Background: an optimization exercise with open tools, aiming at small area and a short achievable clock period. Do not read the settings as production practice.
In this exercise RTL edits were held to simulation tests only and were not proved equivalent to the original.
Power is estimated from default activity; no workload was simulated.

==> flow/design.v (excerpt) <==
module PE(
    input wire CLK,
    input wire RESET,
    input wire EN,
    input wire SELECTOR,
    input wire W_EN,
    input wire signed [7:0] active_left,
    output reg signed [7:0] active_right,
    input wire signed [15:0] in_sum,
    output reg signed [15:0] out_sum,
    input wire signed [7:0] in_weight_above,
    output wire signed [7:0] out_weight_below
    );
    reg signed [7:0] weight_1;
    reg signed [7:0] weight_2;
    wire en_n = ~EN;
    wire sel_n = ~SELECTOR;
    wire ld1 = EN & W_EN & SELECTOR;
    wire ld2 = EN & W_EN & ~SELECTOR;
    wire ld1_n = ~ld1;
    wire ld2_n = ~ld2;
    wire [7:0] w_n, a_n, ar_d, w1_d, w2_d, wb;
    wire [15:0] s_in;
    genvar gi;
    generate for (gi = 0; gi < 8; gi = gi + 1) begin : byte_sel
        pe_mux2i u_wn (.s(SELECTOR), .a1(weight_2[gi]), .a0(weight_1[gi]), .y(w_n[gi]));
        pe_nand2 u_an (.a(active_left[gi]), .b(EN), .y(a_n[gi]));
        pe_ao22 u_ar (.a1(EN), .a2(active_left[gi]), .b1(en_n), .b2(active_right[gi]), .x(ar_d[gi]));
        pe_ao22 u_w1 (.a1(ld1), .a2(in_weight_above[gi]), .b1(ld1_n), .b2(weight_1[gi]), .x(w1_d[gi]));
        pe_ao22 u_w2 (.a1(ld2), .a2(in_weight_above[gi]), .b1(ld2_n), .b2(weight_2[gi]), .x(w2_d[gi]));
        pe_ao22 u_wb (.a1(SELECTOR), .a2(weight_1[gi]), .b1(sel_n), .b2(weight_2[gi]), .x(wb[gi]));
    end endgenerate
    generate for (gi = 0; gi < 16; gi = gi + 1) begin : sum_sel
        pe_ao22 u_si (.a1(EN), .a2(in_sum[gi]), .b1(en_n), .b2(out_sum[gi]), .x(s_in[gi]));
    end endgenerate
    wire [7:0] w_nb;
    generate for (gi = 0; gi < 8; gi = gi + 1) begin : wdup
        pe_mux2i u_wnb (.s(SELECTOR), .a1(weight_2[gi]), .a0(weight_1[gi]), .y(w_nb[gi]));
    end endgenerate
    wire pp_0_0;
    pe_nor2 u_x1 (.a(w_n[0]), .b(a_n[0]), .y(pp_0_0));
    wire pp_0_1;
    pe_nor2 u_x2 (.a(w_n[0]), .b(a_n[1]), .y(pp_0_1));
    wire pp_0_2;
    pe_nor2 u_x3 (.a(w_n[0]), .b(a_n[2]), .y(pp_0_2));
    wire pp_0_3;
  ...
export LEC_CHECK = 0
export CAP_MARGIN = 20
export CORE_MARGIN = 2
export CORE_UTILIZATION = 65
export GPL_TIMING_DRIVEN = 0
export SETUP_SLACK_MARGIN = 0.6
export SLEW_MARGIN = 20
export SYNTH_HIERARCHICAL = 1
create_clock -name core_clock -period 5.5 [get_ports {CLK}]
standard.sh (not shown) runs the stock make flow with config.mk's settings and CLKGATE_MAP_FILE= SYNTH_SCRIPT=/design/flow/synth_recipe.tcl, a recipe that flattens the netlist after the stock synthesis.
==> flow/flow/run.sh <==
#!/bin/bash
# Standard layout with two changes: the port buffers are the smallest buffer
# cell, and clock tree synthesis inserts no dummy loads.
set -euo pipefail
export BUFFER_PORTS_ARGS="-buffer_cell sky130_fd_sc_hd__buf_1"
export CTS_ARGS="-sink_clustering_enable -repair_clock_nets -dont_use_dummy_load"
bash standard.sh finish > flow_standard.log 2>&1
Then changed:
--- a/flow/flow/run.sh
+++ b/flow/flow/run.sh
@@ -5,3 +5,3 @@
 export BUFFER_PORTS_ARGS="-buffer_cell sky130_fd_sc_hd__buf_1"
-export CTS_ARGS="-sink_clustering_enable -repair_clock_nets -dont_use_dummy_load"
+export CTS_ARGS="-sink_clustering_enable -repair_clock_nets -dont_use_dummy_load -sink_clustering_size 20 -sink_clustering_max_diameter 100"
 bash standard.sh finish > flow_standard.log 2>&1
- SETUP_SLACK_MARGIN: 0.6 -> 0.7
The changed run completed with no timing, DRC or antenna violations.
Global-route usage does not change.
Setup slack gains 25 ps.
Clock skew hardly moves.
Clock-buffer cell count is unchanged.
Maximum frequency increases slightly.
Then changed:
==> flow/flow/run.sh (replaced) <==
#!/bin/bash
# Standard layout with two changes: the port buffers are the smallest buffer
# cell, and clock tree synthesis inserts no dummy loads.
set -euo pipefail
export BUFFER_PORTS_ARGS="-buffer_cell sky130_fd_sc_hd__buf_1"
export CTS_ARGS="-sink_clustering_enable -repair_clock_nets -dont_use_dummy_load"
bash standard.sh finish > flow_standard.log 2>&1
- GPL_TIMING_DRIVEN: 0 -> 1
The new run ran to the end with no violations; wire length rises by about 3.5%; area after synthesis is unchanged; die area does not change; power came out higher by 7.4%; hold slack hardly moves; combinational power grows by about 10%; cell area increases by 4.2%; core utilization came out higher by 3.3 points; worst setup slack improves by 8.6 ps.
Then changed:
- GPL_TIMING_DRIVEN: 1 -> 0
Outcome: The changed run ran to the end with no violations; design area goes down by a few percent; total power drops by a few percent; worst setup slack degrades by 8.6 ps; cell count goes down slightly.

---

PE, a different RTL version from the one above (not shown whole).
Size in the first run: about 300 cells after synthesis, ~40 flip-flops, roughly 69 I/O pins, about 3500 um2 of cells after synthesis.
export LEC_CHECK = 0
export CAP_MARGIN = 20
export CORE_MARGIN = 2
export CORE_UTILIZATION = 70
export GPL_TIMING_DRIVEN = 0
export SETUP_SLACK_MARGIN = 0.7
export SLEW_MARGIN = 20
export SYNTH_HIERARCHICAL = 1
create_clock -name core_clock -period 5.5 [get_ports {CLK}]
==> flow/flow/run.sh <==
#!/bin/bash
# Standard layout with two changes: the port buffers are the smallest buffer
# cell, and clock tree synthesis inserts no dummy loads.
set -euo pipefail
export BUFFER_PORTS_ARGS="-buffer_cell sky130_fd_sc_hd__buf_1"
export CTS_ARGS="-sink_clustering_enable -repair_clock_nets -dont_use_dummy_load"
bash standard.sh finish > flow_standard.log 2>&1
Then changed:
CORE_UTILIZATION = 50   (was 70)
Clock-buffer cell count stays the same.
Global-route usage is lower by 9.0 points.
Fmax stays flat.
Worst setup slack gains 0.0097 ns.
Power is lower slightly.
Combinational power stays flat.
Final cell count is higher by a few percent.
Clock skew is higher by 0.0071 ns.
Routed wire length is lower slightly.
Then changed:
CORE_UTILIZATION = 65   (was 50)
SETUP_SLACK_MARGIN = 0.8   (was 0.7)
Outcome:
- final cell count decreases slightly
- final area goes up slightly
- sequential power barely changes
- non-clock buffer count grows by 1

---

Setup of alpha:
PE with an RTL version that a note above also has.
Size in the first run: ~300 cells after synthesis, about 40 flip-flops.
clock: 5.5 ns
lec_check: 0
cap_margin: 20
core_margin: 2
core_utilization: 65
gpl_timing_driven: 0
setup_slack_margin: 0.9
slew_margin: 20
synth_hierarchical: 1
Scripts as last shown in full above: flow/flow/run.sh
alpha did not stop at any stage, and its layout met the timing, DRC and antenna checks.
Setup changes, alpha to beta
# alpha
export LEC_CHECK = 0
export CAP_MARGIN = 20
export CORE_MARGIN = 2
export CORE_UTILIZATION = 65
export GPL_TIMING_DRIVEN = 0
export SETUP_SLACK_MARGIN = 0.9
export SLEW_MARGIN = 20
export SYNTH_HIERARCHICAL = 1
create_clock -name core_clock -period 5.5 [get_ports {CLK}]
# beta
export LEC_CHECK = 0
export CAP_MARGIN = 20
export CORE_MARGIN = 2
export CORE_UTILIZATION = 65
export GPL_TIMING_DRIVEN = 0
export SETUP_SLACK_MARGIN = 0.3
export SLEW_MARGIN = 20
export SYNTH_HIERARCHICAL = 1
create_clock -name core_clock -period 5.5 [get_ports {CLK}]
Findings:
- The final layout from beta, which completed every stage, passed the timing, DRC and antenna checks at the end of the flow.
- Summary of beta over alpha: setup slack lower, first-iteration DRC count higher, met3 global-route usage lower.
- Compared with alpha, beta shows global-route total usage across every layer lower by 0.35 points.
[inputs] gamma vs beta
# beta
export LEC_CHECK = 0
export CAP_MARGIN = 20
export CORE_MARGIN = 2
export CORE_UTILIZATION = 65
export GPL_TIMING_DRIVEN = 0
export SETUP_SLACK_MARGIN = 0.3
export SLEW_MARGIN = 20
export SYNTH_HIERARCHICAL = 1
create_clock -name core_clock -period 5.5 [get_ports {CLK}]
# gamma
export LEC_CHECK = 0
export CAP_MARGIN = 20
export CORE_MARGIN = 2
export CORE_UTILIZATION = 65
export GPL_TIMING_DRIVEN = 0
export SETUP_SLACK_MARGIN = 0.5
export SLEW_MARGIN = 20
export SYNTH_HIERARCHICAL = 1
create_clock -name core_clock -period 5.5 [get_ports {CLK}]
Summary of gamma over beta: via density per instance held steady, pin slew with the least headroom to its limit +0.0046 ns, cell area after layout saw an increase.
What delta does differently from gamma at the input level:
# gamma
export LEC_CHECK = 0
export CAP_MARGIN = 20
export CORE_MARGIN = 2
export CORE_UTILIZATION = 65
export GPL_TIMING_DRIVEN = 0
export SETUP_SLACK_MARGIN = 0.5
export SLEW_MARGIN = 20
export SYNTH_HIERARCHICAL = 1
create_clock -name core_clock -period 5.5 [get_ports {CLK}]
# delta
export LEC_CHECK = 0
export CAP_MARGIN = 20
export CORE_MARGIN = 2
export CORE_UTILIZATION = 65
export GPL_TIMING_DRIVEN = 0
export SETUP_SLACK_MARGIN = 0.7
export SLEW_MARGIN = 20
export SYNTH_HIERARCHICAL = 1
create_clock -name core_clock -period 5.5 [get_ports {CLK}]
--- a/flow/flow/run.sh
+++ b/flow/flow/run.sh
@@ -6 +6 @@
-export CTS_ARGS="-sink_clustering_enable -repair_clock_nets -dont_use_dummy_load"
+export CTS_ARGS="-repair_clock_nets -dont_use_dummy_load -buf_list sky130_fd_sc_hd__clkbuf_16"
## What came out
Lower sum of met2 wire segment lengths after detailed routing among gamma and delta: gamma. Re number of clock sinks: no difference whatsoever between delta and gamma. Changes observed in delta relative to gamma: clock skew lower; part of the power in combinational logic moved down; clock distribution power up about 50%; cell count along the critical path went up 1.
Edits applied to the flow inputs when going from delta to epsilon:
# delta
export LEC_CHECK = 0
export CAP_MARGIN = 20
export CORE_MARGIN = 2
export CORE_UTILIZATION = 65
export GPL_TIMING_DRIVEN = 0
export SETUP_SLACK_MARGIN = 0.7
export SLEW_MARGIN = 20
export SYNTH_HIERARCHICAL = 1
create_clock -name core_clock -period 5.5 [get_ports {CLK}]
# epsilon
export LEC_CHECK = 0
export CAP_MARGIN = 0
export CORE_MARGIN = 2
export CORE_UTILIZATION = 65
export GPL_TIMING_DRIVEN = 0
export SETUP_SLACK_MARGIN = 0.5
export SLEW_MARGIN = 0
export SYNTH_HIERARCHICAL = 1
create_clock -name core_clock -period 5.5 [get_ports {CLK}]
--- a/flow/flow/run.sh
+++ b/flow/flow/run.sh
@@ -6 +6 @@
-export CTS_ARGS="-repair_clock_nets -dont_use_dummy_load -buf_list sky130_fd_sc_hd__clkbuf_16"
+export CTS_ARGS="-sink_clustering_enable -repair_clock_nets -dont_use_dummy_load"
[summary]
Against delta, setup skew after layout in epsilon came out worse.
[compare] base=delta new=epsilon: sequential power share picked up an extra 2.2 points, peak per-stage delay on the critical path shows an increase of 0.02 ns, count of clock tree sinks did not really move, sum of met3 wire segment lengths after detailed routing shrank by 45 µm, aggregate routed wire length now sits lower.
Sequential share of layout area in epsilon vs delta: up 0.80 points
Density: epsilon sparser than delta
Power shrinks by a little under 10% when moving from delta to epsilon.
epsilon gives less post-detailed-route wirelength per cell than delta did.

---

## job 1347
PE, a different RTL version from the one above (not shown whole).
Size in the first run: ~290 cells after synthesis, roughly 40 flip-flops, roughly 69 I/O pins, ~0.0034 mm² of cells after synthesis.
export LEC_CHECK = 0
export CAP_MARGIN = 20
export CORE_MARGIN = 2
export CORE_UTILIZATION = 40
export GPL_TIMING_DRIVEN = 0
export SETUP_SLACK_MARGIN = 0
export SLEW_MARGIN = 20
export SYNTH_HIERARCHICAL = 1
create_clock -name core_clock -period 5.5 [get_ports {CLK}]
==> flow/flow/run.sh <==
#!/bin/bash
# Standard layout, but the port buffers are the smallest buffer cell.
set -euo pipefail
export BUFFER_PORTS_ARGS="-buffer_cell sky130_fd_sc_hd__buf_1"
bash standard.sh finish > flow_standard.log 2>&1
The inputs of job 1258 differ from those of job 1347 as listed below.
Settings: SETUP_SLACK_MARGIN: 0 -> 0.5; CORE_UTILIZATION: 40 -> 65.
--- a/flow/flow/run.sh
+++ b/flow/flow/run.sh
@@ -2 +2,2 @@
-# Standard layout, but the port buffers are the smallest buffer cell.
+# Standard layout with two changes: the port buffers are the smallest buffer
+# cell, and clock tree synthesis inserts no dummy loads.
@@ -4,0 +6 @@
+export CTS_ARGS="-sink_clustering_enable -repair_clock_nets -dont_use_dummy_load"
[summary]
- The higher clock input transition at the sequential cells of the worst setup and hold paths of job 1347 and job 1258 is in job 1347.
- Job 1258 ends up with lower clock network fraction of total power than job 1347 does.
- Job 1258: fraction of power consumed by sequential logic 0.2 points below job 1347
- Changes observed in job 1258 relative to job 1347: data required time at the worst endpoint barely changed; core utilization climbed 32 points; register-to-register slack climbed 0.19 ns.
- Combinational power: job 1258 vs job 1347 up about 9%
- Number of gates resized after CTS, job 1347 and job 1258: higher on job 1258
- | routed length on met2 | job 1258 vs job 1347 | 9.0% higher |
- Between job 1347 and job 1258, die area decreased.
## Diff of input files: job 7990 against job 1258
Settings: changing CORE_UTILIZATION from 65 to 40.
==> flow/flow/run.sh <==
#!/bin/bash
# Standard layout, but the port buffers are the smallest buffer cell.
set -euo pipefail
export BUFFER_PORTS_ARGS="-buffer_cell sky130_fd_sc_hd__buf_1"
bash standard.sh finish > flow_standard.log 2>&1
Results
Job 7990 against job 1258: final worst-path cycle share saw an increase, total net switching power picked up an extra 35 µW, detailed router's first-iteration violation count went down by 53.
Inputs modified between job 7990 and job 7668:
Settings: SETUP_SLACK_MARGIN changed from 0.5 to 0; CORE_UTILIZATION changed from 40 to 65.
Notes after the runs:
Job 7668: sum of routed wire length over all layers lower than job 7990
Total length of routed met2 wires sits higher in job 7668 than in job 7990.
Total power of job 7668 falls short of that of job 7990 by a few percent.
Job 7990 reports its capturing element of the worst setup path as out_sum[10]$_DFF_PN0_ while job 7668 reports out_sum[13]$_DFF_PN0_.
Going from job 7990 to job 7668, highest clock rate has decreased, via count of the first global-routing pass has increased.

---

Setup of quartz:
PE, a different RTL version from the one above (not shown whole).
Size: roughly 40 flip-flops, about 69 I/O pins, ~0.0035 sq mm of cells after synthesis.
export LEC_CHECK = 0
export CAP_MARGIN = 20
export CORE_MARGIN = 2
export CORE_UTILIZATION = 65
export GPL_TIMING_DRIVEN = 0
export SETUP_SLACK_MARGIN = 0.9
export SLEW_MARGIN = 20
export SYNTH_HIERARCHICAL = 1
create_clock -name core_clock -period 5.5 [get_ports {CLK}]
==> flow/flow/run.sh <==
#!/bin/bash
# Standard layout with two changes: the port buffers are the smallest buffer
# cell, and clock tree synthesis inserts no dummy loads.
set -euo pipefail
export BUFFER_PORTS_ARGS="-buffer_cell sky130_fd_sc_hd__buf_1"
export CTS_ARGS="-sink_clustering_enable -repair_clock_nets -dont_use_dummy_load"
bash standard.sh finish > flow_standard.log 2>&1
quartz reached the final stage; the timing, DRC and antenna checks on its layout passed.
Inputs modified between quartz and amber:
Settings: a change of SETUP_SLACK_MARGIN from 0.9 to 1.1.
--- outcome ---
- Clock share of power in amber is 1.1 points lower than in quartz
- Clock transition time at the flip-flop clock pins of the worst setup and hold paths of amber is on par with quartz.
- In amber the final area turned out 4.3% higher than in quartz.
- [amber] via count rose about 6.5% relative to quartz
- quartz → amber: total length of routed wires now sits higher, internal power consumption has increased, share of the clock period used by the worst path after layout went down, final worst slack grew by 0.097 ns.
- Compared with quartz, in amber global-route wire length before repair saw an increase; share of power burned in combinational logic saw an increase; chip height saw little to no change.
The inputs of violet differ from those of amber as listed below.
Settings: a change of SETUP_SLACK_MARGIN from 1.1 to 0.7.
## What came out
Against amber, violet comes in 7.4% lower on final standard cell area without fillers.
violet — layout overhead on the synthesized area 9.2 points lower, amber as reference
Wire length (violet over amber): decrease, about 16%
Part of the cycle the worst path needs delta for violet relative to amber: 3.7 points higher
violet vs amber on global-route wire length before repair: violet is the lower one.
Between amber and violet, the clock latency on the worst-skew pair does not differ in any meaningful way.
Measured against violet, the initial detailed-routing violation count of amber comes out at 1.5 times the reference value.
amber -> violet: detailed route wirelength on metal2 decreased by more than 10%

==> port drivers added, routing unchanged <==
No port has a modelled driver above. Below, the same layouts with a new extraction and two added sets of constraints. Step 1 assumes that a clkbuf_16 drives the clock port and a buf_2 every other input. Step 2, shift: input delay + t, output delay - t, t = (earliest + latest rising clock arrival at the registers) / 2. This alone moves slack from input paths to output paths. Three values: no drivers, after step 1, after step 2; two values: the first two.
run	t (ns)	slack for setup (ns)	worst register clock-pin slew, ns	cell pins on the clock port's net
the first run of note 1	0.314	0.783 / 0.755 / 0.442	0.08 / 0.08	1
the second run of note 1	0.312	0.808 / 0.768 / 0.455	0.08 / 0.08	1
the third run of note 1	0.322	0.817 / 0.822 / 0.500	0.08 / 0.08	1
the fourth run of note 1	0.312	0.808 / 0.768 / 0.455	0.08 / 0.08	1
the first run of note 2	0.315	0.800 / 0.790 / 0.475	0.08 / 0.08	1
the second run of note 2	0.323	0.810 / 0.786 / 0.463	0.09 / 0.09	1
the third run of note 2	0.323	0.908 / 0.852 / 0.530	0.08 / 0.08	1
alpha	0.324	1.014 / 0.877 / 0.554	0.09 / 0.09	1
beta	0.316	0.537 / 0.537 / 0.222	0.08 / 0.08	1
gamma	0.312	0.705 / 0.691 / 0.379	0.08 / 0.08	1
delta	0.316	0.810 / 0.758 / 0.442	0.06 / 0.06	1
epsilon	0.314	0.698 / 0.671 / 0.357	0.08 / 0.08	1
job 1347	0.331	0.308 / 0.311 / -0.019	0.09 / 0.09	1
job 1258	0.316	0.659 / 0.623 / 0.307	0.08 / 0.08	1
job 7990	0.328	0.648 / 0.591 / 0.263	0.09 / 0.09	1
job 7668	0.327	0.359 / 0.363 / 0.036	0.09 / 0.09	1
quartz	0.315	0.960 / 0.901 / 0.586	0.08 / 0.08	1
amber	0.318	1.057 / 1.002 / 0.685	0.08 / 0.08	1
violet	0.316	0.856 / 0.842 / 0.526	0.08 / 0.08	1
Met with ideal ports but missed after step 2: setup timing in job 1347. The setup slack of alpha, which loses most, moves by -0.137 ns with the drivers and by -0.460 ns with both steps.
